This is an optimization exercise on Yosys and OpenROAD, whose aim is small area, not a production implementation.
Function was checked by simulation only, so behaviour that the tests miss may differ from the original.
Power is estimated from default activity; no workload was simulated.

===== flow/design.v =====
module tennis(
 input wire glb_clk,
 input wire pixtick,  
 input wire reset,
 input wire lbat_human,
 input wire [8:0] lbat_move,  
 input wire rbat_human,
 input wire [8:0] rbat_move,  
 input wire tv_mode,
 input wire scanlines,        
 input wire pause,            
 output wire hsync,           
 output wire vsync,          
 output wire csync,           
 output wire ball,            
 output wire left_bat,        
 output wire right_bat,      
 output wire field_and_score,
 output wire sound           
);
 reg [7:0] hcount;
 reg [8:0] vcount;
 reg hfield;
 reg [8:0] lbat_npos;
 reg [8:0] rbat_npos;
 reg [8:0] ball_ypos;
 reg [6:0] ball_xpos;
 reg ball_ydir;
 reg ball_xdir;
 reg ball_yspd;
 reg [1:0] vbcnt;
 reg hcoll;
 reg vcoll;
 reg vcollonfield;
 reg vb;
 reg lbat_ydir;
 reg rbat_ydir;
 reg [3:0] l_score;
 reg [3:0] r_score;
 reg [1:0] snd_sel;
 wire lineend = (hcount==8'd255);
 wire pixlineend = pixtick & lineend;
 wire lastline = (vcount==9'd311);
 wire lastlineend = lastline & lineend;
 wire pixlastlineend = pixlineend & lastline;
 wire [6:0] hc = hcount[6:0];
 wire show = hcount[7] | ~scanlines;
 wire vfield = (vcount >= 9'd48) & (vcount <= 9'd279);
 wire tborder = (vcount[8:1]==8'd24);   
 wire bborder = (vcount[8:1]==8'd139);  
 wire vborder = tborder | bborder;
 wire [9:0] lrel = {1'b0, vcount} + {1'b0, lbat_npos};   
 wire [9:0] rrel = {1'b0, vcount} + {1'b0, rbat_npos};
 wire above_lbat = ~lrel[9];
 wire below_lbat = lrel[9] & (lrel[8:5]!=4'd0);
 wire above_rbat = ~rrel[9];
 wire below_rbat = rrel[9] & (rrel[8:5]!=4'd0);
 wire v_lbat = lrel[9] & (lrel[8:5]==4'd0);
 wire v_rbat = rrel[9] & (rrel[8:5]==4'd0);
 wire nsync = (hc[6:3]==4'he);  
 assign hsync = (hc[6:3]!=4'hf);  
 assign vsync = (vcount[8:1]!=8'd155);  
 assign csync = nsync | ( vsync & hsync );
 assign ball = show & hfield & vfield & vb & (hc==ball_xpos);
 assign left_bat = show & vfield & v_lbat & (hc==7'd26);
 assign right_bat = show & vfield & v_rbat & (hc==7'd102);
 reg [2:0] sx;
 always @(*)
 begin
  if ((hc >= 7'd49) & (hc <= 7'd63))
   sx = hc[3:1] - 3'd1 + {2'd0, hc[0]} ;
  else if ((hc >= 7'd71) & (hc <= 7'd85))
   sx = hc[3:1] - 3'd4 + {2'd0, hc[0]};
  else
   sx = 3'd7;
 end
 reg [2:0] sy;
 always @(*)
 begin
  if      ((vcount >= 9'd54) & (vcount <= 9'd59)) sy = 3'd1;
  else if ((vcount >= 9'd60) & (vcount <= 9'd65)) sy = 3'd2;
  else if ((vcount >= 9'd66) & (vcount <= 9'd71)) sy = 3'd3;
  else if ((vcount >= 9'd72) & (vcount <= 9'd77)) sy = 3'd4;
  else if ((vcount >= 9'd78) & (vcount <= 9'd83)) sy = 3'd5;
  else sy = 3'd0;
 end
 wire sc_img;
 score_number scnum( .value( (hc[6]?r_score:l_score) ),
                     .x(sx),
                     .y(sy),
                     .image(sc_img)
                   );
 assign field_and_score = show
                          &
                          ( ( hfield & vborder & ~hc[0] )
                            |
                            ( vfield & (hc==7'd64) & ~(vcount[2]^vcount[1]) )
                            |
                            sc_img
                          );
 wire lgoal = (ball_xpos==7'd105) & ball_xdir;
 wire rgoal = (ball_xpos==7'd22) & ~ball_xdir;
 reg snd_frame2;
 wire [2:0] snd_div = snd_frame2 ? (vcount[4:2] + 3'd6) : vcount[4:2];
 wire snd_end = snd_frame2 & (vcount==9'd199);
 assign sound = (snd_sel[1]) ?
                 ( (snd_sel[0]) ? snd_div[0] : snd_div[1] )
                 :
                 ( (snd_sel[0]) ? snd_div[2] : 1'b0 );
 wire snd_start = lgoal | rgoal | hcoll | vcollonfield;
 always @(posedge glb_clk)
 begin
  if (pixlastlineend)
   snd_frame2 <= ~snd_start;
 end
 always @(posedge glb_clk)
 begin
  if (reset)
   snd_sel <= 2'd0;
  else if (pixlineend)
  begin
   if (lastline & (lgoal | rgoal))
    snd_sel <= 2'd3;
   else if (lastline & hcoll)
    snd_sel <= 2'd2;
   else if (lastline & vcollonfield)
    snd_sel <= 2'd1;
   else if (~lastline & snd_end)
    snd_sel <= 2'd0;
  end
 end
 always @(posedge glb_clk)
 begin
  if (reset)
   hcount <= 8'd0;
  else
   hcount <= (hcount+{7'd0,pixtick}) | { tv_mode&pixtick, 7'd0 };
 end
 always @(posedge glb_clk)
 begin
  if      (hc==7'd23)   hfield <= 1'b1;
  else if (hc==7'd105)  hfield <= 1'b0;
 end
 always @(posedge glb_clk)
 begin
  if (reset | pixlastlineend)
   vcount <= 9'd0;
  else
   vcount <= vcount+{8'd0,pixlineend};
 end
 wire bs = ~(vcoll^ball_ydir);
 wire hs = ~(hcoll^ball_xdir);
 wire frame_en = pixlastlineend & ~pause;
 wire lfast = ~ball_xdir;
 wire rfast = ball_xdir;
 wire [8:0] lm = ~frame_en ? 9'd0 : lbat_human ? lbat_move :
                 { {6{lbat_ydir}}, lbat_ydir, lbat_ydir^lfast, ~(lbat_ydir&lfast) };
 wire [8:0] rm = ~frame_en ? 9'd0 : rbat_human ? rbat_move :
                 { {6{rbat_ydir}}, rbat_ydir|rfast, rbat_ydir&~rfast, rbat_ydir|~rfast };
 wire [9:0] ls = {1'b0, lbat_npos} + {1'b0, lm};
 wire [9:0] rs = {1'b0, rbat_npos} + {1'b0, rm};
 wire lc279 = frame_en & lbat_human & lm[8] & (ls[8:0] < 9'd232);
 wire lc15  = frame_en & lbat_human & ~lm[8] & (lbat_npos <= 9'd496) & (ls[9] | (ls[8:0] > 9'd496));
 wire rc279 = frame_en & rbat_human & rm[8] & (rs[8:0] < 9'd232);
 wire rc15  = frame_en & rbat_human & ~rm[8] & (rbat_npos <= 9'd496) & (rs[9] | (rs[8:0] > 9'd496));
 always @(posedge glb_clk)
 begin
  if (reset)
  begin
   lbat_npos <= ~9'd96;
   rbat_npos <= ~9'd224;
  end
  else
  begin
   lbat_npos <= lc279 ? ~9'd279 : lc15 ? ~9'd15 : ls[8:0];
   rbat_npos <= rc279 ? ~9'd279 : rc15 ? ~9'd15 : rs[8:0];
  end
 end
 wire xmove = frame_en & (l_score!=4'd15) & (r_score!=4'd15);
 always @(posedge glb_clk)
 begin
  if (reset)
  begin
   ball_ypos <= 9'd192;
   ball_xpos <= 7'd64;
  end
  else
  begin
   ball_ypos <= ball_ypos + {{7{frame_en&bs}}, frame_en&(bs^ball_yspd), frame_en};
   ball_xpos <= ball_xpos + {{6{xmove&hs}}, xmove};
  end
 end
 always @(posedge glb_clk)
 begin
  if (reset)
  begin
   ball_ydir <= 1'd0;
   ball_xdir <= 1'd0;
   ball_yspd <= 1'd1;
  end
  else if (frame_en)
  begin
   if (hcoll) ball_xdir <= ~ball_xdir;
   if (hcoll)
    ball_yspd <= ball_ydir^(ball_xdir?rbat_ydir:lbat_ydir);
   if (vcoll) ball_ydir <= ~ball_ydir;
  end
 end
 always @(posedge glb_clk)
 begin
  if (reset)
  begin
   lbat_ydir <= 1'd0;
   rbat_ydir <= 1'd0;
  end
  else if (vb)
  begin
   if      (above_lbat)  lbat_ydir <= 1'b0;
   else if (below_lbat)  lbat_ydir <= 1'b1;
   if      (above_rbat)  rbat_ydir <= 1'b0;
   else if (below_rbat)  rbat_ydir <= 1'b1;
  end
 end
 reg prev_show;
 always @(posedge glb_clk)
 begin
  if (pixtick)
   prev_show <= show;
 end
 wire lhit = prev_show & show & vfield & v_lbat & vb & (hc==7'd27) & (ball_xpos==7'd27) & ~ball_xdir;
 wire rhit = prev_show & show & vfield & v_rbat & vb & (hc==7'd102) & (ball_xpos==7'd101) & ball_xdir;
 always @(posedge glb_clk)
 begin
  if (reset)
  begin
   hcoll <= 1'd0;
   vcoll <= 1'd0;
   vcollonfield <= 1'd0;
  end
  else if (pixtick)
  begin
   if (lastlineend)
   begin
    hcoll <= 1'b0;
    vcoll <= 1'b0;
    vcollonfield <= 1'b0;
   end
   else
   begin
    if (lhit | rhit)
     hcoll <= 1'b1;
    if ( ball & vborder )
     vcollonfield <= 1'b1;
    if ( vb &
              ( ( tborder & ~ball_ydir )
                |
                ( bborder & ball_ydir )
              )
       )
     vcoll <= 1'b1;
   end
  end
 end
 always @(posedge glb_clk)
 begin
  if (reset)
  begin
   vbcnt <= 2'd0;
   vb <= 1'd0;
  end
  else if (pixlineend)
  begin
   if (lastline)
    vbcnt <= 2'd0;
   else
   begin
    if (vcount==ball_ypos)  vb <= 1'b1;
    if (vb)
    begin
     vbcnt <= vbcnt+2'd1;
     if (vbcnt==2'd3)  vb <= 1'b0;
    end
   end
  end
 end
 always @(posedge glb_clk)
 begin
  if ( reset |
       ( ~lbat_human & ~rbat_human & ( (l_score==4'd15) | (r_score==4'd15) ) )
     )
  begin
   l_score <= 4'd0;
   r_score <= 4'd0;
  end
  else if (pixlastlineend)
  begin
   if (lgoal)
    l_score <= l_score + 4'd1;
   if (rgoal)
    r_score <= r_score + 4'd1;
  end
 end
endmodule
module score_number(
 input wire [3:0] value,
 input wire [2:0] x,
 input wire [2:0] y,
 output wire image
);
 reg [7:0] ss;
 reg i;
 always @(*)
 begin
  case (value)   
   4'h0: ss = 8'b00111111;
   4'h1: ss = 8'b00000110;
   4'h2: ss = 8'b01011011;
   4'h3: ss = 8'b01001111;
   4'h4: ss = 8'b01100110;
   4'h5: ss = 8'b01101101;
   4'h6: ss = 8'b01111101;
   4'h7: ss = 8'b00000111;
   4'h8: ss = 8'b01111111;
   4'h9: ss = 8'b01101111;
   4'ha: ss = 8'b10111111;
   4'hb: ss = 8'b10000110;
   4'hc: ss = 8'b11011011;
   4'hd: ss = 8'b11001111;
   4'he: ss = 8'b11100110;
   4'hf: ss = 8'b11101101;
  endcase
 end
 always @(*)
 begin
  case (y)
   3'd1: case (x)
          3'd0: i = ss[7];
          3'd2: i = ss[0]|ss[5];
          3'd3: i = ss[0];
          3'd4: i = ss[0]|ss[1];
          default: i = 1'b0;
         endcase
   3'd2: case (x)
          3'd0: i = ss[7];
          3'd2: i = ss[5];
          3'd4: i = ss[1];
          default: i = 1'b0;
         endcase
   3'd3: case (x)
          3'd0: i = ss[7];
          3'd2: i = ss[6]|ss[5]|ss[4];
          3'd3: i = ss[6];
          3'd4: i = ss[6]|ss[1]|ss[2];
          default: i = 1'b0;
         endcase
   3'd4: case (x)
          3'd0: i = ss[7];
          3'd2: i = ss[4];
          3'd4: i = ss[2];
          default: i = 1'b0;
         endcase
   3'd5: case (x)
          3'd0: i = ss[7];
          3'd2: i = ss[3]|ss[4];
          3'd3: i = ss[3];
          3'd4: i = ss[3]|ss[2];
          default: i = 1'b0;
         endcase
   default: i = 1'b0;
  endcase
 end
 assign image = i;
endmodule

===== flow/flow/run.sh =====
#!/bin/bash
# Own layout flow: the standard synthesis, then its combinational logic re-mapped
# for area with ABC (flip-flops untouched: same instances, names and cells), keeping
# the smallest of several ABC seeds, then the standard ORFS flow from floorplan on,
# with buf_1 port buffers and a clkbuf_8 clock tree.
set -euo pipefail
W=$(pwd)
R=$W/orfs/results/${FLOW_PLATFORM}/tennis/base
LIB=$FLOW_HOME/platforms/${FLOW_PLATFORM}/lib/sky130_fd_sc_hd__tt_025C_1v80.lib
YOSYS=$FLOW_HOME/../tools/install/yosys/bin/yosys
[ -x "$YOSYS" ] || YOSYS=yosys
DU="-dont_use *probe* -dont_use *lpflow* -dont_use *clkbuf* -dont_use *clkinv* -dont_use *dly* -dont_use *conb* -dont_use *bleeder* -dont_use *tap* -dont_use *fill* -dont_use *decap* -dont_use *diode*"

bash standard.sh synth > $W/log_1_standard_synth.txt 2>&1
cp $R/1_2_yosys.v $W/std_netlist.v

resyn() {
  local seed=$1
  sed -e "s|@SEED@|$seed|g" $W/flow/area.abc > $W/area_$seed.abc
  sed -e "s|@LIB@|$LIB|g" -e "s|@NET@|$W/std_netlist.v|g" -e "s|@OUT@|$W/resyn_$seed.v|g" \
      -e "s|@SCRIPT@|$W/area_$seed.abc|g" -e "s|@DU@|$DU|g" $W/flow/resyn.ys > $W/resyn_$seed.ys
  "$YOSYS" -l $W/log_2_resyn_$seed.txt -s $W/resyn_$seed.ys > /dev/null 2>&1 || true
}
for group in "0 1 2 3" "4 5 6 7"; do
  for s in $group; do resyn $s & done
  wait
done
best=""; best_area=""
for s in 0 1 2 3 4 5 6 7; do
  [ -f $W/resyn_$s.v.stat ] && [ -s $W/resyn_$s.v ] || continue
  a=$(grep "Chip area for top module" $W/resyn_$s.v.stat | awk '{print $NF}')
  echo "seed $s area $a" >> $W/log_2_resyn_summary.txt
  if [ -z "$best" ] || awk -v a=$a -v b=$best_area 'BEGIN{exit !(a<b)}'; then best=$s; best_area=$a; fi
done
echo "best seed $best area $best_area" >> $W/log_2_resyn_summary.txt

if [ -n "$best" ]; then cp $W/resyn_$best.v $R/1_2_yosys.v; fi
rm -f $R/1_synth.odb $R/1_synth.sdc
bash standard.sh finish "BUFFER_PORTS_ARGS=-buffer_cell sky130_fd_sc_hd__buf_1" "CTS_ARGS=-sink_clustering_enable -repair_clock_nets -dont_use_dummy_load -sink_clustering_size 28 -sink_clustering_max_diameter 250 -buf_list sky130_fd_sc_hd__clkbuf_8" > $W/log_3_standard_finish.txt 2>&1

===== flow/flow/area.abc =====
strash
&get -n
&deepsyn -T 20 -S @SEED@
&put
dch -f
amap
topo
mfs3 -ae
strash
dch -f
amap
topo
mfs3 -ae

===== flow/flow/resyn.ys =====
# Re-map the combinational logic of the standard synthesis netlist for area.
# The flip-flop instances (names, cell types, connections) are kept as they are.
read_liberty -ignore_miss_func @LIB@
read_verilog @NET@
hierarchy -top tennis
setattr -mod -set keep_hierarchy 1 sky130_fd_sc_hd__df* sky130_fd_sc_hd__edf*
select -set comb t:sky130_fd_sc_hd__* t:sky130_fd_sc_hd__df* %d t:sky130_fd_sc_hd__edf* %d
rename -hide @comb
select -clear
flatten
opt_clean
tee -o @OUT@.pre.stat stat -liberty @LIB@
abc -liberty @LIB@ @DU@ -script @SCRIPT@
opt_clean -purge
hilomap -singleton -hicell sky130_fd_sc_hd__conb_1 HI -locell sky130_fd_sc_hd__conb_1 LO
splitnets
opt_clean -purge
insbuf -buf sky130_fd_sc_hd__buf_4 A X
tee -o @OUT@.stat stat -liberty @LIB@
select -module tennis
write_verilog -noattr -nohex -nodec -selected @OUT@

===== flow/standard.sh =====
#!/bin/bash
# synth_recipe.tcl (not shown) runs the flow's synth.tcl, then flattens the netlist and writes it again
# the make line also repeats each setting of config.mk as NAME=value (left out here)
make -C /OpenROAD-flow-scripts/flow DESIGN_CONFIG=/design/flow/config.mk WORK_HOME=/design/flow/orfs CLKGATE_MAP_FILE= SYNTH_SCRIPT=/design/flow/synth_recipe.tcl "${@:-finish}"

===== flow/config.mk =====
export PLATFORM = sky130hd
export DESIGN_NAME = tennis
export DESIGN_NICKNAME = tennis
export VERILOG_FILES = /design/flow/design.v
export SDC_FILE = /design/flow/constraint.sdc
export NUM_CORES = 4
export LEC_CHECK = 0
export CAP_MARGIN = 20
export CORE_MARGIN = 2
export CORE_UTILIZATION = 40
export SLEW_MARGIN = 20

===== flow/constraint.sdc =====
create_clock -name core_clock -period 10.0 [get_ports {glb_clk}]
set_input_delay 2.0000 -clock core_clock [delete_from_list [all_inputs] [get_ports {glb_clk}]]
set_output_delay 2.0000 -clock core_clock [all_outputs]
set_load 0.01 [all_outputs]

==> results of run 1 <==
layout by cell type (no fill, tap or decap), drive strengths merged, types with 8 or more instances in the layout:
master,count
dfxtp,73
o22ai,20
a31oi,8
nor2,159
a21oi,45
o21a,12
o221ai,15
nand3,11
a221oi,10
nand2,46
nor3,42
buf,34
inv,82
o21ai,58
clkbuf,10
a211oi,25
state kept, by name, summed over array words and instances (netlist names), 2 cells and up:
name       flops
hcount         8
ball_xpos      7
r_score        4
ball_ypos      9
l_score        4
lbat_npos      9
vcount         9
snd_sel        2
vbcnt          2
rbat_npos      9
metrics by stage:
step	utilization (%)	hold slack [ns]	cell area (um^2)	power, mW
floorplan	-	0.438	4580	0.318
global placement	43.3	0.475	4900	0.329
detailed placement	43.3	0.490	4900	0.330
CTS	44.4	0.503	5020	0.515
global route	44.4	0.540	5020	0.528
finish	44.4	0.505	5020	0.508
worst paths after layout:
| path | from | end | slack, ns | cells past startpoint |
|---|---|---|---|---|
| setup reg to reg | hcount[6]$_SDFF_PP0_ | lbat_npos[1]$_SDFF_PP1_ | 2.72 | 37 |
| setup / recovery | pixtick | lbat_npos[1]$_SDFF_PP1_ | 1.56 | 40 |
| hold / removal | snd_sel[0]$_SDFFE_PP0P_ | snd_sel[0]$_SDFFE_PP0P_ | 0.51 | 2 |
| hold reg to reg | snd_sel[0]$_SDFFE_PP0P_ | snd_sel[0]$_SDFFE_PP0P_ | 0.51 | 2 |
power groups by stage:
stage | registers, mW | logic, mW | clock network (mW)
2_1_floorplan | 0.309 | 0.00926 | 0
3_3_place_gp | 0.309 | 0.0203 | 0
3_5_place_dp | 0.309 | 0.0206 | 0
4_1_cts | 0.302 | 0.0207 | 0.192
5_1_grt | 0.302 | 0.0230 | 0.202
6_report | 0.302 | 0.0210 | 0.185
per-layer routing:
metal  vias to the layer above  GRT usage [%]  wire [um]
met3                        27           4.21        989
met1                      2330           31.7       6630
met5                         -              0          0
li1                       2537              -          -
met4                         0           9.63        316
met2                       193           37.3       6440
critical path, delay by kind of cell:
family	cells	cell delay (ns)
simple gates	20	3.16
compound gates	12	2.31
buf+inv	8	1.18
final cells by class:
type / count / area, um^2
Fill cell: 1201 / 6300
Multi-Input combinational cell: 523 / 2750
Sequential cell: 75 / 1520
Inverter: 82 / 308
Tap cell: 143 / 179
Timing Repair Buffer: 35 / 140
Clock buffer: 9 / 124
==> metrics.md, run 1 <==
| Metric | Value |
|---|---|
| Residual DRC | `0` |
| Final GP Congestion | `0.923` |
| Critical path class | `primary input to flop` |
| DP Wirelength | `10,800 um` |
| Post-route clock period utilization | `84.4%` |
| Initial antenna violation count | `0` |
| Setup TNS | `0 ns` |
| Final worst setup slack | `1.56 ns` |
| Worst slew margin | `55.3%` |
| PwrDens | `101 nW/um^2` |
| Post-synthesis area per instance | `6.74 um^2` |
| Total Routing Usage GR | `23.5%` |
| P_int | `0.387 mW` |
| Max clock buf depth | `2` |
| Min-Delay Path Class | `flop to flop` |
| P_leak | `1.77 nW` |
| Initial Utilization | `40.5%` |
| Count of final hold-check violations | `0` |
| Die area | `12,300 um^2` |
| Count of cells resized by post-cts repair | `0` |
| Total length of routed wires | `14,400 um` |
| Routed vias/inst | `5.87` |
| Largest net degree at the start of global routing | `41` |
| Critical Path RT | `10.21 ns` |
| Area growth syn-to-layout | `9.67%` |
| Sw Share | `23.8%` |
| Cts hold-fix bufs | `0` |
| Fmax | `119 MHz` |
| CP max stage delay | `0.57 ns` |
| Outcome | `finished clean` |
| 1st-pass router iterations | `6` |
| Worst-skew pair later-pin latency | `0.37 ns` |
| Die Ht | `111 um` |
| RSZ-0062 raised after global routing | `no` |
| CP most frequent cell | `nor2_1` |
| # H-tree levels | `3` |
| DRT iter0 DRCs | `425` |
| Total I/O pin count | `34` |
| Root Buffer | `clkbuf_8` |
| Synthesized instance count | `680` |
| Mapped Nets | `706` |
| Final clock skew | `0.0192 ns` |
| Max-slew violations | `0` |
| Setup crit end kind | `flop` |
| Net Sw Power | `0.121 mW` |
| CTS clk-pin slew, worst paths | `0.08 ns` |
| Critical path startpoint category | `primary input` |
| Share of layout cells above drive strength 1 | `1.66%` |
| Final number of setup-violating endpoints | `0` |
| CTS tree | `yes` |
| CTS Sinks | `75` |
| Port bufs | `33` |
| Total congestion overflow | `0` |
| CP Data Arrival Time | `8.65 ns` |
| Pre-CTS setup slack | `1.21 ns` |
| Critical path's slowest cell | `a2111oi_0` |
| Number of CTS-inserted buffers | `9` |
| Warnings from Yosys | `2` |
| Logic pwr share | `4.1%` |
| Min cycle time layout | `8.44 ns` |
| Diode count | `0` |
| DR vias | `5,087` |
| Mapped cell area | `4580 um^2` |
| Postcts setup bufs | `0` |
| Sequential power share | `59.5%` |
| First-pass GRT wire length | `23,500 um` |
| Vias in the first global route | `4,783` |
| Average wire per standard cell | `16.6 um` |
| Rows | `39` |
| Die span in x | `111 um` |
| Least-Margin Pin Slew | `0.670 ns` |
| Max cap viols | `0` |
| Clock power share | `36.4%` |
| Maximum vdd drop | `0.0000549 V` |
| CP Max Fanout | `13` |
| Core ar. | `11,300 um^2` |
| Filler-free cell count of the finished design | `867` |
| Nets | `752` |
| Antenna Nets Post-Route | `0` |
| Inst Count DP | `858` |
==> inputs of run 2 (changes only) <==
--- a/flow/flow/run.sh
+++ b/flow/flow/run.sh
@@ -37,3 +37,3 @@
 if [ -n "$best" ]; then cp $W/resyn_$best.v $R/1_2_yosys.v; fi
 rm -f $R/1_synth.odb $R/1_synth.sdc
-bash standard.sh finish "BUFFER_PORTS_ARGS=-buffer_cell sky130_fd_sc_hd__buf_1" "CTS_ARGS=-sink_clustering_enable -repair_clock_nets -dont_use_dummy_load -sink_clustering_size 28 -sink_clustering_max_diameter 250 -buf_list sky130_fd_sc_hd__clkbuf_8" > $W/log_3_standard_finish.txt 2>&1
+bash standard.sh finish "BUFFER_PORTS_ARGS=-buffer_cell sky130_fd_sc_hd__buf_1" "CTS_ARGS=-sink_clustering_enable -repair_clock_nets -dont_use_dummy_load -buf_list sky130_fd_sc_hd__clkbuf_4 sky130_fd_sc_hd__clkbuf_8" > $W/log_3_standard_finish.txt 2>&1
==> run 2 against run 1 <==
The flow now stops in clock tree synthesis (4_1_cts). Area after synthesis stayed put. Synthesized cell count stayed put.
==> metrics.md, run 2 <==
| Metric | Value |
|---|---|
| Outcome | `did not finish` |
| Stop stage | `clock tree synthesis (4_1_cts)` |
| Stop Error | `[ERROR STA-0564] clock_tree_synthesis positional arguments not supported.` |
| DP Wirelength | `10,800 um (unchanged)` |
| Die span in x | `111 um (unchanged)` |
| Initial Utilization | `40.5% (unchanged)` |
| Final GP Congestion | `0.923 (unchanged)` |
| DP Area | `4900 um^2 (unchanged)` |
| Synthesized instance count | `680 (unchanged)` |
| Inst Count DP | `858 (unchanged)` |
| Pre-CTS setup slack | `1.21 ns (unchanged)` |
| Die Ht | `111 um (unchanged)` |
| Rows | `39 (unchanged)` |
| Warnings from Yosys | `2 (unchanged)` |
| Mapped cell area | `4580 um^2 (unchanged)` |
| Total I/O pin count | `34 (unchanged)` |
| Port bufs | `33 (unchanged)` |
| Post-synthesis area per instance | `6.74 um^2 (unchanged)` |
| Mapped Nets | `706 (unchanged)` |
## run 2: power groups by stage
stage	sequential, mW	combinational [mW]	clock (mW)
global placement	0.309	0.0203	0
floorplan	0.309	0.00926	0
detailed placement	0.309	0.0206	0
## run 2: worst min-delay path by stage
stage                                 to  slack [ns]  cells past startpoint                      start
3_3_place_gp     ball_ypos[1]$_SDFF_PP0_        0.47                      1    ball_ypos[1]$_SDFF_PP0_
2_1_floorplan  vcollonfield$_SDFFE_PP0P_        0.44                      2  vcollonfield$_SDFFE_PP0P_
3_5_place_dp     ball_ypos[1]$_SDFF_PP0_        0.49                      1    ball_ypos[1]$_SDFF_PP0_
## run 2: metrics by stage
step | hold slack, ns | power, mW
floorplan | 0.438 | 0.318
global placement | 0.475 | 0.329
detailed placement | 0.490 | 0.330
==> inputs of run 3 (changes only) <==
--- a/flow/flow/run.sh
+++ b/flow/flow/run.sh
@@ -37,3 +37,3 @@
 if [ -n "$best" ]; then cp $W/resyn_$best.v $R/1_2_yosys.v; fi
 rm -f $R/1_synth.odb $R/1_synth.sdc
-bash standard.sh finish "BUFFER_PORTS_ARGS=-buffer_cell sky130_fd_sc_hd__buf_1" "CTS_ARGS=-sink_clustering_enable -repair_clock_nets -dont_use_dummy_load -buf_list sky130_fd_sc_hd__clkbuf_4 sky130_fd_sc_hd__clkbuf_8" > $W/log_3_standard_finish.txt 2>&1
+bash standard.sh finish "BUFFER_PORTS_ARGS=-buffer_cell sky130_fd_sc_hd__buf_1" "CTS_ARGS=-sink_clustering_enable -repair_clock_nets -dont_use_dummy_load -buf_list {sky130_fd_sc_hd__clkbuf_4 sky130_fd_sc_hd__clkbuf_8}" > $W/log_3_standard_finish.txt 2>&1
==> run 3 against run 2 <==
The run now finishes clean. Synthesized cell count stayed put. Area after synthesis did not move.
==> metrics.md, run 3 <==
| Metric | Value |
|---|---|
| Outcome | `finished clean` |
| Pre-CTS setup slack | `1.21 ns (unchanged)` |
| DP Wirelength | `10,800 um (unchanged)` |
| Count of cells resized by post-cts repair | `0` |
| Hold Path Stages | `2` |
| CTS tree | `yes` |
| Least-Margin Pin Slew | `0.670 ns` |
| Fmax | `119 MHz` |
| Max-slew violations | `0` |
| Min cycle time layout | `8.44 ns` |
| Cts hold-fix bufs | `0` |
| Critical path's slowest cell | `a2111oi_0` |
| Average wire per standard cell | `16.6 um` |
| CP Data Arrival Time | `8.65 ns` |
| First-pass GRT wire length | `23,500 um` |
| Register Area | `1520 um^2` |
| Die Ht | `111 um (unchanged)` |
| Total I/O pin count | `34 (unchanged)` |
| Share of layout cells above drive strength 1 | `1.66%` |
| Total Routing Usage GR | `23.5%` |
| Die span in x | `111 um (unchanged)` |
| Count of final hold-check violations | `0` |
| Worst-skew pair later-pin latency | `0.37 ns` |
| Critical path class | `primary input to flop` |
| Layout filler cell count | `1,201` |
| Rows | `39 (unchanged)` |
| Final GP Congestion | `0.923 (unchanged)` |
| Most common cell after layout, fill and taps aside | `nor2_1` |
| CTS clk-pin slew, worst paths | `0.08 ns` |
| CP bufs+invs | `8` |
| Maximum vdd drop | `0.0000549 V` |
| Diode count | `0` |
| CP Depth | `40` |
| Setup TNS | `0 ns` |
| CP most frequent cell | `nor2_1` |
| Critical path startpoint category | `primary input` |
| Initial antenna violation count | `0` |
| Warnings from Yosys | `2 (unchanged)` |
| Reg2Reg Setup Slack | `2.72 ns` |
| RSZ-0062 raised after global routing | `no` |
| Area of the multi-input gates | `2750 um^2` |
| Mapped cell area | `4580 um^2 (unchanged)` |
| Antenna Nets Post-Route | `0` |
| DR vias | `5,087` |
| 1st-pass router iterations | `6` |
| Min-Delay Path Class | `flop to flop` |
| Port bufs | `33 (unchanged)` |
| Critical Path RT | `10.21 ns` |
| Final number of setup-violating endpoints | `0` |
| WHS | `0.505 ns` |
| Root Buffer | `clkbuf_8` |
| Number of CTS-inserted buffers | `9` |
| DRT iter0 DRCs | `425` |
| CTS Sinks | `75` |
| Nets | `752` |
| Total congestion overflow | `0` |
| CP max stage delay | `0.57 ns` |
| Vias in the first global route | `4,783` |
| Total length of routed wires | `14,400 um` |
| Filler-free cell count of the finished design | `867` |
| Mapped Nets | `706 (unchanged)` |
| Post-synthesis area per instance | `6.74 um^2 (unchanged)` |
| Largest net degree at the start of global routing | `41` |
| CP top delay family | `simple AND/OR/NAND/NOR gates` |
| Area growth syn-to-layout | `9.67%` |
| Worst slew margin | `55.3%` |
| Die area | `12,300 um^2` |
| Final clock skew | `0.0192 ns` |
| CP Max Fanout | `13` |
| Final worst setup slack | `1.56 ns` |
| Post-route clock period utilization | `84.4%` |
| Synthesized instance count | `680 (unchanged)` |
| PwrDens | `101 nW/um^2` |
| Inst Count DP | `858 (unchanged)` |
| Core ar. | `11,300 um^2` |
| Setup crit end kind | `flop` |
| Most frequent cells in the layout | `159 x nor2_1, 82 x inv_1, 73 x dfxtp_1` |
| Residual DRC | `0` |
| Initial Utilization | `40.5% (unchanged)` |
| Max clock buf depth | `2` |
| Routed vias/inst | `5.87` |
| Postcts setup bufs | `0` |
| # H-tree levels | `3` |
| Path depth of the worst reg2reg path | `37` |
| Max cap viols | `0` |
| P_leak | `1.77 nW` |
==> run 3: worst reg2reg max path, delay by kind of cell, from the launching register on <==
| family | cells | cell delay, ns |
|---|---|---|
| simple gates | 19 | 3.16 |
| compound gates | 12 | 2.31 |
| buf+inv | 6 | 1.08 |
| flops | 1 | 0.57 |
==> run 3: final cells by class <==
class,count,area share (%)
inverter,82,6.13
clock buffer,9,2.47
timing repair buffer,35,2.79
multi-input combinational,523,54.8
sequential,75,30.3
tap,143,3.56
==> run 3: worst paths after layout <==
path	endpoint	from
worst max-delay path	lbat_npos[1]$_SDFF_PP1_	pixtick
worst max register to register	lbat_npos[1]$_SDFF_PP1_	hcount[6]$_SDFF_PP0_
worst min-delay path	snd_sel[0]$_SDFFE_PP0P_	snd_sel[0]$_SDFFE_PP0P_
worst min register to register	snd_sel[0]$_SDFFE_PP0P_	snd_sel[0]$_SDFFE_PP0P_
==> run 3: per-stage QoR <==
stage	cell area [um^2]	power [mW]	util, %
after floorplan	4580	0.318	-
after global placement	4900	0.329	43.3
after detailed placement	4900	0.330	43.3
after CTS	5020	0.515	44.4
after global routing	5020	0.528	44.4
final	5020	0.508	44.4
==> run 3: layer usage <==
layer	share of wire, %	track usage [%]	vias to the layer above
met5	0	0	-
met4	2.2	9.63	0
met3	6.9	4.21	27
met2	45	37.3	193
met1	46	31.7	2330
li1	-	-	2537
==> run 3: report_power, final <==
part           total, mW  switching, mW  internal, mW  leakage (nW)
Combinational     0.0210         0.0150       0.00599          1.10
Sequential         0.302        0.00143         0.301         0.607
Clock              0.185          0.105        0.0804        0.0647
==> inputs of run 4 (changes only) <==
--- a/flow/design.v
+++ b/flow/design.v
@@ -29,7 +29,7 @@
  reg ball_xdir;
  reg ball_yspd;
- reg [1:0] vbcnt;
  reg hcoll;
- reg vcoll;
+ wire vcoll = ball_ydir ? ((ball_ypos >= 9'd274) & (ball_ypos <= 9'd278))
+                        : ((ball_ypos >= 9'd44) & (ball_ypos <= 9'd48));
  reg vcollonfield;
  reg vb;
@@ -235,5 +235,4 @@
   begin
    hcoll <= 1'd0;
-   vcoll <= 1'd0;
    vcollonfield <= 1'd0;
   end
@@ -243,5 +242,4 @@
    begin
     hcoll <= 1'b0;
-    vcoll <= 1'b0;
     vcollonfield <= 1'b0;
    end
@@ -252,19 +250,14 @@
     if ( ball & vborder )
      vcollonfield <= 1'b1;
-    if ( vb &
-              ( ( tborder & ~ball_ydir )
-                |
-                ( bborder & ball_ydir )
-              )
-       )
-     vcoll <= 1'b1;
    end
   end
  end
+ reg vb_wrap;
+ wire vb_last = vb_wrap ? (vcount[1:0]==2'd3) : (vcount[1:0]==ball_ypos[1:0]);
  always @(posedge glb_clk)
  begin
   if (reset)
   begin
-   vbcnt <= 2'd0;
+   vb_wrap <= 1'd0;
    vb <= 1'd0;
   end
@@ -272,12 +265,12 @@
   begin
    if (lastline)
-    vbcnt <= 2'd0;
+    vb_wrap <= vb;
    else
    begin
     if (vcount==ball_ypos)  vb <= 1'b1;
-    if (vb)
+    if (vb & vb_last)
     begin
-     vbcnt <= vbcnt+2'd1;
-     if (vbcnt==2'd3)  vb <= 1'b0;
+     vb <= 1'b0;
+     vb_wrap <= 1'b0;
     end
    end
--- a/flow/flow/run.sh
+++ b/flow/flow/run.sh
@@ -22,10 +22,10 @@
   "$YOSYS" -l $W/log_2_resyn_$seed.txt -s $W/resyn_$seed.ys > /dev/null 2>&1 || true
 }
-for group in "0 1 2 3" "4 5 6 7"; do
+for group in "0 1 2 3" "4 5 6 7" "8 9 10 11"; do
   for s in $group; do resyn $s & done
   wait
 done
 best=""; best_area=""
-for s in 0 1 2 3 4 5 6 7; do
+for s in 0 1 2 3 4 5 6 7 8 9 10 11; do
   [ -f $W/resyn_$s.v.stat ] && [ -s $W/resyn_$s.v ] || continue
   a=$(grep "Chip area for top module" $W/resyn_$s.v.stat | awk '{print $NF}')
@@ -37,3 +37,3 @@
 if [ -n "$best" ]; then cp $W/resyn_$best.v $R/1_2_yosys.v; fi
 rm -f $R/1_synth.odb $R/1_synth.sdc
-bash standard.sh finish "BUFFER_PORTS_ARGS=-buffer_cell sky130_fd_sc_hd__buf_1" "CTS_ARGS=-sink_clustering_enable -repair_clock_nets -dont_use_dummy_load -buf_list {sky130_fd_sc_hd__clkbuf_4 sky130_fd_sc_hd__clkbuf_8}" > $W/log_3_standard_finish.txt 2>&1
+bash standard.sh finish "BUFFER_PORTS_ARGS=-buffer_cell sky130_fd_sc_hd__buf_1" "CTS_ARGS=-sink_clustering_enable -repair_clock_nets -dont_use_dummy_load -root_buf sky130_fd_sc_hd__clkbuf_8 -buf_list sky130_fd_sc_hd__clkbuf_4" > $W/log_3_standard_finish.txt 2>&1
==> run 4 against run 3 <==
Still clean on timing, DRC and antenna. Cell count fell by 2.1%. Clock power barely moved. Power rose by 34%. Critical path type unchanged. Critical endpoint is now rbat_npos[7]$_SDFF_PP0_.
==> metrics.md, run 4 <==
| Metric | Value |
|---|---|
| Total congestion overflow | `0 (unchanged)` |
| Min cycle time layout | `8.80 ns (+0.366 ns)` |
| Fmax | `114 MHz (-4.2%)` |
| Max-slew violations | `0 (unchanged)` |
| Critical path startpoint category | `primary input` |
| Nets | `737 (-2.0%)` |
| Die area | `12,100 um^2 (-2.1%)` |
| Max clock buf depth | `2 (unchanged)` |
| Synthesized instance count | `666 (-2.1%)` |
| Cts hold-fix bufs | `0 (unchanged)` |
| PwrDens | `138 nW/um^2 (+37%)` |
| WHS | `0.509 ns (+0.00446 ns)` |
| CP Data Arrival Time | `9.03 ns (+0.38 ns)` |
| Worst Hold Launch | `hfield$_SDFFE_PN1N_` |
| Critical Path RT | `10.23 ns (+0.02 ns)` |
| Root Buffer | `clkbuf_8` |
| Min-Delay Path Class | `flop to flop` |
| Die span in x | `110 um (-1.0%)` |
| Maximum vdd drop | `0.0000836 V (+52%)` |
| CP max stage delay | `0.38 ns (-0.19 ns)` |
| Hold Path Stages | `1 (-1)` |
| Sw Share | `33.8% (+10 points)` |
| DRT iter0 DRCs | `406 (-4.5%)` |
| Final Power | `0.681 mW (+34%)` |
| # H-tree levels | `3 (unchanged)` |
| Setup crit end kind | `flop` |
| Area growth syn-to-layout | `9.68% (about the same)` |
| Number of CTS-inserted buffers | `9 (unchanged)` |
| Vias in the first global route | `4,637 (-3.1%)` |
| Share of layout cells above drive strength 1 | `1.69% (+0.035 points)` |
| Residual DRC | `0 (unchanged)` |
| CP Max Fanout | `10 (-3)` |
| Worst slew margin | `51.1% (-4.1 points)` |
| GR peak layer | `met2` |
| CTS clk-pin slew, worst paths | `0.06 ns (-0.02 ns)` |
| Final clock skew | `0.0240 ns (+0.00484 ns)` |
| Total length of routed wires | `14,100 um (-2.1%)` |
| Initial antenna violation count | `0 (unchanged)` |
| RSZ-0062 raised after global routing | `no` |
| Most common cell after layout, fill and taps aside | `nor2_1` |
| DP Area | `4790 um^2 (-2.2%)` |
| Antenna Nets Post-Route | `0 (unchanged)` |
| Reg2Reg Setup Slack | `2.25 ns (-0.47 ns)` |
| 1st-pass router iterations | `8 (+2)` |
| CTS Sinks | `73 (-2.7%)` |
| Critical path class | `primary input to flop` |
| Design area | `4920 um^2 (-2.1%)` |
| Outcome | `finished clean` |
| Grt met1 use | `33.3% (+1.6 points)` |
| Largest net degree at the start of global routing | `40 (-2.4%)` |
| RR Endpoint | `rbat_npos[7]$_SDFF_PP0_` |
| Sequential power share | `48.4% (-11 points)` |
| P_leak | `1.75 nW (-1.2%)` |
| DR vias | `5,038 (-0.96%)` |
| First-pass GRT wire length | `22,900 um (-2.6%)` |
| Final number of setup-violating endpoints | `0 (unchanged)` |
| Post-synthesis area per instance | `6.73 um^2 (about the same)` |
| Mapped Nets | `692 (-2.0%)` |
| Logic pwr share | `24.5% (+20 points)` |
| CTS tree | `yes` |
| Initial Utilization | `41.2% (+0.71 points)` |
| Worst-skew pair later-pin latency | `0.37 ns (about the same)` |
| Final Util | `45.2% (+0.79 points)` |
| Net Sw Power | `0.230 mW (+90%)` |
| Average wire per standard cell | `16.6 um (about the same)` |
| Least-Margin Pin Slew | `0.714 ns (+0.0440 ns)` |
| Path depth of the worst reg2reg path | `40 (+8.1%)` |
| Die Ht | `110 um (-1.0%)` |
| Count of final hold-check violations | `0 (unchanged)` |
| Final GP Congestion | `0.871 (-5.7%)` |
| Rows | `38 (-2.6%)` |
| Total I/O pin count | `34 (unchanged)` |
| P_int | `0.451 mW (+16%)` |
| Hold endpoint | `hfield$_SDFFE_PN1N_` |
| Most frequent cells in the layout | `123 x nor2_1, 82 x inv_1, 77 x o21ai_0` |
| Max cap viols | `0 (unchanged)` |
| FF-to-FF Start | `vcount[2]$_SDFF_PP0_` |
| CP most frequent cell | `nor2_1` |
| Mapped cell area | `4480 um^2 (-2.1%)` |
| DP Wirelength | `10,500 um (-2.3%)` |
| Diode count | `0 (unchanged)` |
| Total Routing Usage GR | `24.8% (+1.3 points)` |
| Core ar. | `10,900 um^2 (-3.8%)` |
| Met3 Track Usage GR | `6.28% (+2.1 points)` |
| Setup TNS | `0 ns (unchanged)` |
| Critical path's slowest cell | `nor2_1` |
| Routed vias/inst | `5.93 (+1.1%)` |
| Post-route clock period utilization | `88.0% (+3.7 points)` |
| Warnings from Yosys | `2 (unchanged)` |
| Port bufs | `33 (unchanged)` |
| Clock power share | `27.1% (-9.3 points)` |
| Met2 Track Usage GR | `39.1% (+1.8 points)` |
==> run 4: changes by cell type in the layout (fill, tap and decap cells not counted), moves of 6 or more <==
cell / before / now
nand2_1: 46 / 66
a21o_1: 7 / 0
o21ai_0: 58 / 77
nor2_1: 159 / 123
o221ai_1: 15 / 9
a21oi_1: 45 / 38
==> run 4: area by class of cell <==
class | count | area (um^2)
clock buffer | 9 | 124
tap | 140 | 175
timing repair buffer | 34 | 133
multi-input combinational | 511 | 2700
inverter | 82 | 308
fill | 1157 | 5970
sequential | 73 | 1480
==> run 4: what timing repair did <==
| action | 4_1_cts | 5_1_grt |
|---|---|---|
| resized for setup | 0 | 2 |
| setup endpoints to repair | 0 | 5 |
| setup buffers | 0 | 0 |
==> run 4: per-layer routing <==
metal	vias up	part of all wire [%]
met5	-	0
met4	0	2.3
met3	29	7.3
met2	180	45
met1	2319	46
li1	2510	-
==> run 4: worst max-delay path by stage <==
stage                  from  cells after the start  slack (ns)                 endpoint
CTS                 pixtick                     43        0.92  rbat_npos[7]$_SDFF_PP0_
detailed placement  pixtick                     43        0.56  rbat_npos[7]$_SDFF_PP0_
global placement    pixtick                     43        0.97  rbat_npos[7]$_SDFF_PP0_
floorplan           pixtick                     42        2.40  rbat_npos[6]$_SDFF_PP0_
global route        pixtick                     45        0.21  rbat_npos[6]$_SDFF_PP0_
finish              pixtick                     43        1.20  rbat_npos[7]$_SDFF_PP0_
==> run 4: metrics by stage <==
| step | std cells | setup slack [ns] |
|---|---|---|
| after CTS | 849 | 0.922 |
| after global placement | 840 | 0.975 |
| after global routing | 849 | 0.208 |
| final | 849 | 1.20 |
| after floorplan | 666 | 2.40 |
| after detailed placement | 840 | 0.564 |
==> run 4: critical path: cells and delay by family <==
kind / cells / cell delay, ns
buf+inv: 5 / 0.85
simple gates: 22 / 3.45
compound gates: 16 / 2.73
==> run 4: power groups by stage <==
stage | Clock [mW] | Sequential [mW] | Combinational [mW]
after CTS | 0.189 | 0.328 | 0.165
after detailed placement | 0 | 0.335 | 0.165
after global placement | 0 | 0.335 | 0.159
after floorplan | 0 | 0.328 | 0.128
final | 0.185 | 0.329 | 0.167
after global routing | 0.201 | 0.331 | 0.193
==> inputs of run 5 (changes only) <==
--- a/flow/flow/run.sh
+++ b/flow/flow/run.sh
@@ -37,3 +37,3 @@
 if [ -n "$best" ]; then cp $W/resyn_$best.v $R/1_2_yosys.v; fi
 rm -f $R/1_synth.odb $R/1_synth.sdc
-bash standard.sh finish "BUFFER_PORTS_ARGS=-buffer_cell sky130_fd_sc_hd__buf_1" "CTS_ARGS=-sink_clustering_enable -repair_clock_nets -dont_use_dummy_load -root_buf sky130_fd_sc_hd__clkbuf_8 -buf_list sky130_fd_sc_hd__clkbuf_4" > $W/log_3_standard_finish.txt 2>&1
+bash standard.sh finish "BUFFER_PORTS_ARGS=-buffer_cell sky130_fd_sc_hd__buf_1" "CTS_ARGS=-repair_clock_nets -dont_use_dummy_load -buf_list sky130_fd_sc_hd__clkbuf_8" > $W/log_3_standard_finish.txt 2>&1
==> run 5 against run 4 <==
Via count barely moved. Cell count rose by 0.59%. Fmax rose by 22%. Critical endpoint is now lbat_npos[2]$_SDFF_PP1_.
==> metrics.md, run 5 <==
| Metric | Value |
|---|---|
| Outcome | `finished clean` |
| Postcts setup bufs | `0 (unchanged)` |
| Antenna Nets Post-Route | `0 (unchanged)` |
| Share of layout cells above drive strength 1 | `1.54% (-0.15 points)` |
| Largest net degree at the start of global routing | `38 (-5.0%)` |
| CTS Sinks | `73 (unchanged)` |
| Worst-skew pair later-pin latency | `0.36 ns (about the same)` |
| Most frequent cells in the layout | `124 x nor2_1, 78 x o21ai_0, 78 x inv_1` |
| Critical path's slowest cell | `or3_1` |
| Total I/O pin count | `34 (unchanged)` |
| Critical Path RT | `10.20 ns (-0.03 ns)` |
| Max clock buf depth | `2 (unchanged)` |
| Metal2 WL | `6650 um (+5.8%)` |
| # H-tree levels | `3 (unchanged)` |
| CP Max Fanout | `12 (+2)` |
| WHS | `0.477 ns (-0.0327 ns)` |
| Number of CTS-inserted buffers | `9 (unchanged)` |
| Rows | `38 (unchanged)` |
| Critical path class | `primary input to flop` |
| Min cycle time layout | `7.21 ns (-1.59 ns)` |
| Min-Delay Path Class | `flop to flop` |
| CTS clk-pin slew, worst paths | `0.08 ns (+0.02 ns)` |
| Count of cells resized by post-cts repair | `0 (unchanged)` |
| Count of final hold-check violations | `0 (unchanged)` |
| Warnings from Yosys | `2 (unchanged)` |
| Die area | `12,200 um^2 (+0.83%)` |
| M1 WL | `6350 um (-1.4%)` |
| 1st-pass router iterations | `6 (-2)` |
| Met3 Wirelength | `893 um (-13%)` |
| Average wire per standard cell | `16.6 um (+0.27%)` |
| Total congestion overflow | `0 (unchanged)` |
| Mapped cell area | `4520 um^2 (+0.86%)` |
| CP most frequent cell | `nand2_1` |
| Final number of setup-violating endpoints | `0 (unchanged)` |
| Final clock skew | `0.0157 ns (-0.00834 ns)` |
| Highest metal used | `met4` |
| Total Routing Usage GR | `25.0% (+0.26 points)` |
| PwrDens | `99.7 nW/um^2 (-28%)` |
| P_leak | `1.71 nW (-2.4%)` |
| DP Area | `4840 um^2 (+0.94%)` |
| DR vias | `5,036 (-0.040%)` |
| Max cap viols | `0 (unchanged)` |
| Initial Utilization | `41.4% (+0.18 points)` |
| Worst slew margin | `47.2% (-3.9 points)` |
| First-pass GRT wire length | `23,300 um (+1.8%)` |
| Port bufs | `33 (unchanged)` |
| RSZ-0062 raised after global routing | `no` |
| Residual DRC | `0 (unchanged)` |
| Diode count | `0 (unchanged)` |
| Nets | `742 (+0.68%)` |
| Mapped Nets | `696 (+0.58%)` |
| Die span in x | `110 um (+0.41%)` |
| Die Ht | `110 um (+0.41%)` |
| Layout filler cell count | `1,187 (+2.6%)` |
| Most common cell after layout, fill and taps aside | `nor2_1` |
| DRT iter0 DRCs | `283 (-30%)` |
| DP Wirelength | `10,800 um (+2.5%)` |
| Max-slew violations | `0 (unchanged)` |
| CTS tree | `yes` |
| Vias in the first global route | `4,667 (+0.65%)` |
| Post-synthesis area per instance | `6.75 um^2 (+0.26%)` |
| Initial antenna violation count | `0 (unchanged)` |
| Setup crit end kind | `flop` |
| Core ar. | `10,900 um^2 (+0.44%)` |
| Setup TNS | `0 ns (unchanged)` |
| Total length of routed wires | `14,200 um (+0.86%)` |
| Area growth syn-to-layout | `9.68% (about the same)` |
| CP max stage delay | `0.34 ns (-0.04 ns)` |
| Synthesized instance count | `670 (+0.60%)` |
| CP Data Arrival Time | `7.41 ns (-1.62 ns)` |
| Routed vias/inst | `5.90 (-0.62%)` |
| Final GP Congestion | `0.953 (+9.5%)` |
| Maximum vdd drop | `0.0000820 V (-1.9%)` |
| Post-route clock period utilization | `72.1% (-16 points)` |
| Design area | `4960 um^2 (+0.86%)` |
| Fmax | `139 MHz (+22%)` |
| Least-Margin Pin Slew | `0.791 ns (+0.0765 ns)` |
| Root Buffer | `clkbuf_8` |
| Critical path startpoint category | `primary input` |
| Cts hold-fix bufs | `0 (unchanged)` |
-- run 5: worst paths after layout --
| kind | start | end | slack (ns) | cells past startpoint |
|---|---|---|---|---|
| worst max-delay path | pixtick | lbat_npos[2]$_SDFF_PP1_ | 2.79 | 37 |
| worst min register to register | vcollonfield$_SDFFE_PP0P_ | vcollonfield$_SDFFE_PP0P_ | 0.48 | 2 |
| worst min-delay path | vcollonfield$_SDFFE_PP0P_ | vcollonfield$_SDFFE_PP0P_ | 0.48 | 2 |
| worst max register to register | hcount[1]$_SDFF_PP0_ | lbat_npos[2]$_SDFF_PP1_ | 3.64 | 38 |
-- run 5: layout make-up --
class                           instances  area [um^2]  share of cell area (%)
Inverter                               78          293                    5.90
Sequential cell                        73         1480                    29.9
Tap cell                              140          175                    3.53
Timing Repair Buffer                   35          139                    2.80
Clock buffer                            9          124                    2.50
Multi-Input combinational cell        519         2750                    55.4
-- run 5: per-stage QoR --
stage / utilization, % / worst slack (ns) / power (mW) / std cells
after global routing: 45.4 / 1.95 / 0.515 / 854
after CTS: 45.4 / 2.83 / 0.501 / 854
after global placement: 44.2 / 2.73 / 0.321 / 845
after floorplan: - / 3.03 / 0.310 / 670
final: 45.4 / 2.79 / 0.495 / 854
after detailed placement: 44.2 / 2.47 / 0.321 / 845
-- run 5: report_power, final --
group | internal, mW | total [mW] | switching (mW)
combinational | 0.00580 | 0.0209 | 0.0151
clock | 0.0803 | 0.180 | 0.0996
sequential | 0.293 | 0.294 | 0.000999
-- run 5: routing by layer --
metal | global-route usage (%) | vias to the layer above
met5 | 0 | -
met4 | 7.77 | 0
met3 | 5.11 | 21
met2 | 41.4 | 174
met1 | 32.9 | 2312
li1 | - | 2529
-- run 5: critical path: cells and delay by family --
| kind | cells | cell delay, ns |
|---|---|---|
| AND/OR/NAND/NOR | 20 | 2.91 |
| AO/OA/AOI/OAI | 11 | 1.60 |
| buffers and inverters | 6 | 0.88 |
==> inputs of run 6 (changes only) <==
--- a/flow/flow/run.sh
+++ b/flow/flow/run.sh
@@ -37,3 +37,3 @@
 if [ -n "$best" ]; then cp $W/resyn_$best.v $R/1_2_yosys.v; fi
 rm -f $R/1_synth.odb $R/1_synth.sdc
-bash standard.sh finish "BUFFER_PORTS_ARGS=-buffer_cell sky130_fd_sc_hd__buf_1" "CTS_ARGS=-repair_clock_nets -dont_use_dummy_load -buf_list sky130_fd_sc_hd__clkbuf_8" > $W/log_3_standard_finish.txt 2>&1
+bash standard.sh finish "BUFFER_PORTS_ARGS=-buffer_cell sky130_fd_sc_hd__buf_1" "CTS_ARGS=-sink_clustering_enable -repair_clock_nets -dont_use_dummy_load -sink_clustering_size 40 -sink_clustering_max_diameter 400 -sink_clustering_levels 1 -buf_list sky130_fd_sc_hd__clkbuf_8" > $W/log_3_standard_finish.txt 2>&1
==> run 6 against run 5 <==
Still clean on timing, DRC and antenna. Setup slack is the same. Largest cell class unchanged. Sequential power is essentially flat. Core utilization is the same. Non-clock buffer count is the same. Via count is the same.
==> metrics.md, run 6 <==
| Metric | Value |
|---|---|
| Final Power | `0.495 mW (unchanged)` |
| Register Area | `1480 um^2 (unchanged)` |
| Post-synthesis area per instance | `6.75 um^2 (unchanged)` |
| Fmax | `139 MHz (unchanged)` |
| GR peak layer | `met2` |
| P_leak | `1.71 nW (unchanged)` |
| Grt met1 use | `32.9% (unchanged)` |
| DRT iter0 DRCs | `283 (unchanged)` |
| Cts hold-fix bufs | `0 (unchanged)` |
| Number of CTS-inserted buffers | `9 (unchanged)` |
| Die Ht | `110 um (unchanged)` |
| Final Util | `45.4% (unchanged)` |
| Area of the multi-input gates | `2750 um^2 (unchanged)` |
| Worst Hold Launch | `vcollonfield$_SDFFE_PP0P_` |
| Initial antenna violation count | `0 (unchanged)` |
| Synthesized instance count | `670 (unchanged)` |
| Total I/O pin count | `34 (unchanged)` |
| RSZ-0062 raised after global routing | `no` |
| Share of layout cells above drive strength 1 | `1.54% (unchanged)` |
| Core ar. | `10,900 um^2 (unchanged)` |
| CTS Sinks | `73 (unchanged)` |
| Origin of the worst setup path | `pixtick` |
| Final clock skew | `0.0157 ns (unchanged)` |
| DP Wirelength | `10,800 um (unchanged)` |
| Met3 Track Usage GR | `5.11% (unchanged)` |
| Postcts setup bufs | `0 (unchanged)` |
| Min cycle time layout | `7.21 ns (unchanged)` |
| Total congestion overflow | `0 (unchanged)` |
| Critical path's slowest cell | `or3_1` |
| Final GP Congestion | `0.953 (unchanged)` |
| Root Buffer | `clkbuf_8` |
| Total length of routed wires | `14,200 um (unchanged)` |
| Count of final hold-check violations | `0 (unchanged)` |
| Outcome | `finished clean` |
| Max cap viols | `0 (unchanged)` |
| Sequential power share | `59.4% (about the same)` |
| DR vias | `5,036 (unchanged)` |
| P_int | `0.379 mW (unchanged)` |
| Maximum vdd drop | `0.0000820 V (unchanged)` |
| Initial Utilization | `41.4% (unchanged)` |
| Average wire per standard cell | `16.6 um (unchanged)` |
| Area growth syn-to-layout | `9.68% (unchanged)` |
| Max-slew violations | `0 (unchanged)` |
| Setup crit end kind | `flop` |
| CTS clk-pin slew, worst paths | `0.08 ns (about the same)` |
| Die area | `12,200 um^2 (unchanged)` |
| Vias in the first global route | `4,667 (unchanged)` |
| CP most frequent cell | `nand2_1` |
| Count of cells resized by post-cts repair | `0 (unchanged)` |
| Nets | `742 (unchanged)` |
| 1st-pass router iterations | `6 (unchanged)` |
| Worst-skew pair later-pin latency | `0.36 ns (about the same)` |
| First-pass GRT wire length | `23,300 um (unchanged)` |
| Layout filler cell count | `1,187 (unchanged)` |
| Warnings from Yosys | `2 (unchanged)` |
| Met2 Track Usage GR | `41.4% (unchanged)` |
| Setup TNS | `0 ns (unchanged)` |
| CP Data Arrival Time | `7.41 ns (about the same)` |
| Rows | `38 (unchanged)` |
| Die span in x | `110 um (unchanged)` |
| Antenna Nets Post-Route | `0 (unchanged)` |
| # H-tree levels | `3 (unchanged)` |
| WHS | `0.477 ns (unchanged)` |
| Design area | `4960 um^2 (unchanged)` |
| FF-to-FF Start | `hcount[1]$_SDFF_PP0_` |
| Largest net degree at the start of global routing | `38 (unchanged)` |
| Total Routing Usage GR | `25.0% (unchanged)` |
| Port bufs | `33 (unchanged)` |
| Diode count | `0 (unchanged)` |
| Mapped Nets | `696 (unchanged)` |
| Least-Margin Pin Slew | `0.791 ns (unchanged)` |
| DP Area | `4840 um^2 (unchanged)` |
| Worst slew margin | `47.2% (unchanged)` |
| CP Max Fanout | `12 (unchanged)` |
| Routed vias/inst | `5.90 (unchanged)` |
| Most frequent cells in the layout | `124 x nor2_1, 78 x o21ai_0, 78 x inv_1` |
| Critical Path RT | `10.20 ns (about the same)` |
| CP max stage delay | `0.34 ns (about the same)` |
| Most common cell after layout, fill and taps aside | `nor2_1` |
| Post-route clock period utilization | `72.1% (unchanged)` |
| Net Sw Power | `0.116 mW (unchanged)` |
| Critical path startpoint category | `primary input` |
| Final number of setup-violating endpoints | `0 (unchanged)` |
| Mapped cell area | `4520 um^2 (unchanged)` |
| PwrDens | `99.7 nW/um^2 (unchanged)` |
| Max clock buf depth | `2 (unchanged)` |
| Clock power share | `36.3% (about the same)` |
| CTS tree | `yes` |
| Residual DRC | `0 (unchanged)` |
| Sw Share | `23.4% (unchanged)` |
| Logic pwr share | `4.2% (about the same)` |
| Critical path class | `primary input to flop` |
| Min-Delay Path Class | `flop to flop` |
==> run 6: cell counts in the layout (fill, tap and decap cells not counted) <==
No cell type changed its count.
==> run 6: per-stage QoR <==
step	cells	setup slack, ns
floorplan	670	3.03
global placement	845	2.73
detailed placement	845	2.47
CTS	854	2.83
global route	854	1.95
finish	854	2.79
==> run 6: final cells by class <==
type                       instances  area share (%)
clock buffer                       9            2.50
inverter                          78            5.90
multi-input combinational        519            55.4
sequential                        73            29.9
tap                              140            3.53
timing repair buffer              35            2.80
==> run 6: power by group through the flow <==
stage               combinational (mW)  sequential, mW  clock (mW)
detailed placement              0.0207           0.301           0
floorplan                      0.00940           0.300           0
finish                          0.0209           0.294       0.180
global placement                0.0204           0.301           0
CTS                             0.0208           0.294       0.187
global route                    0.0234           0.294       0.198
==> run 6: worst max-delay path, delay by kind of cell <==
kind                   cells  cell delay, ns
buffers and inverters      6            0.88
and+or+nand+nor           20            2.91
AOI/OAI and AO/OA         11            1.60
==> run 6: worst paths after layout <==
| check | depth (start not counted) | slack (ns) | endpoint |
|---|---|---|---|
| max | 37 | 2.79 | lbat_npos[2]$_SDFF_PP1_ |
| min | 2 | 0.48 | vcollonfield$_SDFFE_PP0P_ |
| max reg2reg | 38 | 3.64 | lbat_npos[2]$_SDFF_PP1_ |
| min reg2reg | 2 | 0.48 | vcollonfield$_SDFFE_PP0P_ |
==> run 6: layer usage <==
layer  share of wire, %  up-vias
met4                2.1        0
li1                   -     2529
met5                  0        -
met3                6.3       21
met1                 45     2312
met2                 47      174
==> inputs of run 7 (changes only) <==
--- a/flow/flow/run.sh
+++ b/flow/flow/run.sh
@@ -37,3 +37,3 @@
 if [ -n "$best" ]; then cp $W/resyn_$best.v $R/1_2_yosys.v; fi
 rm -f $R/1_synth.odb $R/1_synth.sdc
-bash standard.sh finish "BUFFER_PORTS_ARGS=-buffer_cell sky130_fd_sc_hd__buf_1" "CTS_ARGS=-sink_clustering_enable -repair_clock_nets -dont_use_dummy_load -sink_clustering_size 40 -sink_clustering_max_diameter 400 -sink_clustering_levels 1 -buf_list sky130_fd_sc_hd__clkbuf_8" > $W/log_3_standard_finish.txt 2>&1
+bash standard.sh finish "BUFFER_PORTS_ARGS=-buffer_cell sky130_fd_sc_hd__buf_1" "CTS_ARGS=-sink_clustering_enable -repair_clock_nets -dont_use_dummy_load -sink_clustering_size 28 -sink_clustering_max_diameter 250 -buf_list sky130_fd_sc_hd__clkbuf_8" > $W/log_3_standard_finish.txt 2>&1
==> run 7 against run 6 <==
Still clean on timing, DRC and antenna. First-iteration DRC count up 52%. Combinational power increased by 8%. Power grew 1.3%. Clock power rose by 2%. Core utilization shrank 0.24 points. Die area down 0.43%. Area after synthesis fell by 0.44%. Design area down 0.53%. Fmax fell by 17%. Critical path type unchanged. Largest power group unchanged. Highest routed layer unchanged.
==> metrics.md, run 7 <==
| Metric | Value |
|---|---|
| Port bufs | `33 (unchanged)` |
| Initial antenna violation count | `0 (unchanged)` |
| Setup crit end kind | `flop` |
| DR vias | `5,100 (+1.3%)` |
| Die area | `12,100 um^2 (-0.43%)` |
| CTS Sinks | `73 (unchanged)` |
| Least-Margin Pin Slew | `0.727 ns (-0.0636 ns)` |
| Diode count | `0 (unchanged)` |
| Path depth of the worst reg2reg path | `40 (+5.3%)` |
| Mapped cell area | `4500 um^2 (-0.44%)` |
| Setup TNS | `0 ns (unchanged)` |
| Critical path class | `primary input to flop` |
| FF-to-FF Start | `hcount[0]$_SDFF_PP0_` |
| RR Endpoint | `rbat_npos[1]$_SDFF_PP1_` |
| Mapped Nets | `697 (+0.14%)` |
| Share of layout cells above drive strength 1 | `1.54% (unchanged)` |
| 1st-pass router iterations | `7 (+1)` |
| Origin of the worst setup path | `pixtick` |
| Min cycle time layout | `8.65 ns (+1.44 ns)` |
| Maximum vdd drop | `0.0000506 V (-38%)` |
| Routed vias/inst | `5.97 (+1.3%)` |
| Root Buffer | `clkbuf_8` |
| Post-synthesis area per instance | `6.71 um^2 (-0.59%)` |
| Antenna Nets Post-Route | `0 (unchanged)` |
| PwrDens | `102 nW/um^2 (+1.9%)` |
| CP max stage delay | `0.46 ns (+0.12 ns)` |
| DP Wirelength | `10,700 um (-0.67%)` |
| CTS tree | `yes` |
| Average wire per standard cell | `16.8 um (+1.0%)` |
| Min-Delay Path Class | `flop to flop` |
| Initial Utilization | `41.2% (-0.18 points)` |
| Max-slew violations | `0 (unchanged)` |
| Final clock skew | `0.0234 ns (+0.00765 ns)` |
| Critical path's slowest cell | `nor2_1` |
| Total I/O pin count | `34 (unchanged)` |
| Reg2Reg Setup Slack | `2.14 ns (-1.50 ns)` |
| Count of final hold-check violations | `0 (unchanged)` |
| Largest net degree at the start of global routing | `44 (+16%)` |
| P_leak | `1.73 nW (+1.4%)` |
| Max cap viols | `0 (unchanged)` |
| Worst slew margin | `51.4% (+4.1 points)` |
| Most common cell after layout, fill and taps aside | `nor2_1` |
| Final Power | `0.501 mW (+1.3%)` |
| # H-tree levels | `3 (unchanged)` |
| Area growth syn-to-layout | `9.59% (about the same)` |
| Postcts setup bufs | `0 (unchanged)` |
| Die Ht | `110 um (-0.21%)` |
| Count of cells resized by post-cts repair | `0 (unchanged)` |
| Critical Path RT | `10.22 ns (+0.02 ns)` |
| Final GP Congestion | `1.00 (+5.0%)` |
| Core ar. | `10,900 um^2 (unchanged)` |
| Residual DRC | `0 (unchanged)` |
| Most frequent cells in the layout | `139 x nor2_1, 88 x inv_1, 71 x dfxtp_1` |
| CP Max Fanout | `13 (+1)` |
| Critical path startpoint category | `primary input` |
| Fmax | `116 MHz (-17%)` |
| Number of CTS-inserted buffers | `9 (unchanged)` |
| Worst-skew pair later-pin latency | `0.37 ns (about the same)` |
| RSZ-0062 raised after global routing | `no` |
| Vias in the first global route | `4,673 (+0.13%)` |
| Die span in x | `110 um (-0.21%)` |
| Post-route clock period utilization | `86.5% (+14 points)` |
| Cts hold-fix bufs | `0 (unchanged)` |
| Max clock buf depth | `2 (unchanged)` |
| CP Data Arrival Time | `8.86 ns (+1.45 ns)` |
| Total length of routed wires | `14,300 um (+1.0%)` |
| Final number of setup-violating endpoints | `0 (unchanged)` |
| Critical path destination | `rbat_npos[1]$_SDFF_PP1_` |
| Total Routing Usage GR | `24.6% (-0.49 points)` |
| CP most frequent cell | `nor2_1` |
| Synthesized instance count | `671 (+0.15%)` |
| DRT iter0 DRCs | `429 (+52%)` |
| CTS clk-pin slew, worst paths | `0.08 ns (about the same)` |
| First-pass GRT wire length | `23,000 um (-1.5%)` |
| Nets | `742 (unchanged)` |
| Total congestion overflow | `0 (unchanged)` |
| Outcome | `finished clean` |
| Rows | `38 (unchanged)` |
| Warnings from Yosys | `2 (unchanged)` |
## run 7: critical path, delay by kind of cell
family | cells | cell delay [ns]
buffers and inverters | 6 | 0.94
AND/OR/NAND/NOR | 19 | 3.27
AO/OA/AOI/OAI | 14 | 2.62
## run 7: worst min path at each step
stage	startpoint	cells past startpoint	to	slack [ns]
after CTS	r_score[3]$_SDFFE_PP0P_	1	r_score[3]$_SDFFE_PP0P_	0.45
after floorplan	r_score[3]$_SDFFE_PP0P_	1	r_score[3]$_SDFFE_PP0P_	0.43
after global routing	l_score[3]$_SDFFE_PP0P_	1	l_score[3]$_SDFFE_PP0P_	0.48
final	r_score[3]$_SDFFE_PP0P_	1	r_score[3]$_SDFFE_PP0P_	0.45
after detailed placement	r_score[3]$_SDFFE_PP0P_	1	r_score[3]$_SDFFE_PP0P_	0.44
after global placement	r_score[3]$_SDFFE_PP0P_	1	r_score[3]$_SDFFE_PP0P_	0.44
## run 7: layout make-up
| type | instances | area, um^2 |
|---|---|---|
| Sequential cell | 73 | 1480 |
| Multi-Input combinational cell | 510 | 2690 |
| Tap cell | 140 | 175 |
| Timing Repair Buffer | 34 | 133 |
| Inverter | 88 | 330 |
| Fill cell | 1179 | 6000 |
| Clock buffer | 9 | 124 |
## run 7: report_power, final
group	internal, mW	leakage, nW	switching, mW
Sequential	0.293	0.591	0.00144
Combinational	0.00680	1.07	0.0157
Clock	0.0804	0.0647	0.104
## run 7: layer usage
metal	GRT usage, %	wire, um	vias to the layer above
li1	-	-	2507
met1	33.8	6680	2353
met2	37.9	6180	208
met3	4.53	1120	32
met4	10.1	364	0
met5	0	0	-
## run 7: per-stage QoR
| stage | cells | cell area (um^2) | util (%) | hold WS (ns) | setup slack (ns) |
|---|---|---|---|---|---|
| after global placement | 845 | 4810 | 44.0 | 0.439 | 1.57 |
| after CTS | 854 | 4930 | 45.1 | 0.453 | 1.48 |
| after global routing | 854 | 4930 | 45.1 | 0.482 | 0.233 |
| final | 854 | 4930 | 45.1 | 0.451 | 1.35 |
| after floorplan | 671 | 4500 | - | 0.425 | 2.62 |
| after detailed placement | 845 | 4810 | 44.0 | 0.441 | 1.10 |

## what the ideal ports hide
No port has a modelled driver above. Below, the same layouts with a new extraction and two added sets of constraints. Step 1 (the two cells are an assumption about what drives the block):
set clk [get_ports {glb_clk}]
set_driving_cell -lib_cell sky130_fd_sc_hd__clkbuf_16 $clk
set_driving_cell -lib_cell sky130_fd_sc_hd__buf_2 [delete_from_list [all_inputs] $clk]
Step 2 times the ports against the registers' clock, not the clock port: input delays grow and output delays shrink by t, the midpoint of the rising clock arrivals with the driver on. Three values: ideal, step 1, step 2; two values: the first two.
| run | t (ns) | slack for setup (ns) | worst setup path after step 2 | worst data-port slew with drivers (ns) | pins driven straight from the clock port |
|---|---|---|---|---|---|
| run 1 | 0.392 | 1.562 / 1.576 / 1.184 | input to register | 0.04 | 1 |
| run 3 | 0.392 | 1.562 / 1.576 / 1.184 | input to register | 0.04 | 1 |
| run 4 | 0.399 | 1.196 / 1.213 / 0.814 | input to register | 0.03 | 1 |
| run 5 | 0.386 | 2.789 / 2.800 / 2.415 | input to register | 0.03 | 1 |
| run 6 | 0.386 | 2.789 / 2.800 / 2.415 | input to register | 0.03 | 1 |
| run 7 | 0.393 | 1.354 / 1.363 / 0.970 | input to register | 0.04 | 1 |
After both steps every run listed still meets setup and hold. For run 7, which loses most, drivers alone change the setup slack by +0.009 ns; drivers and shift together by -0.384 ns.
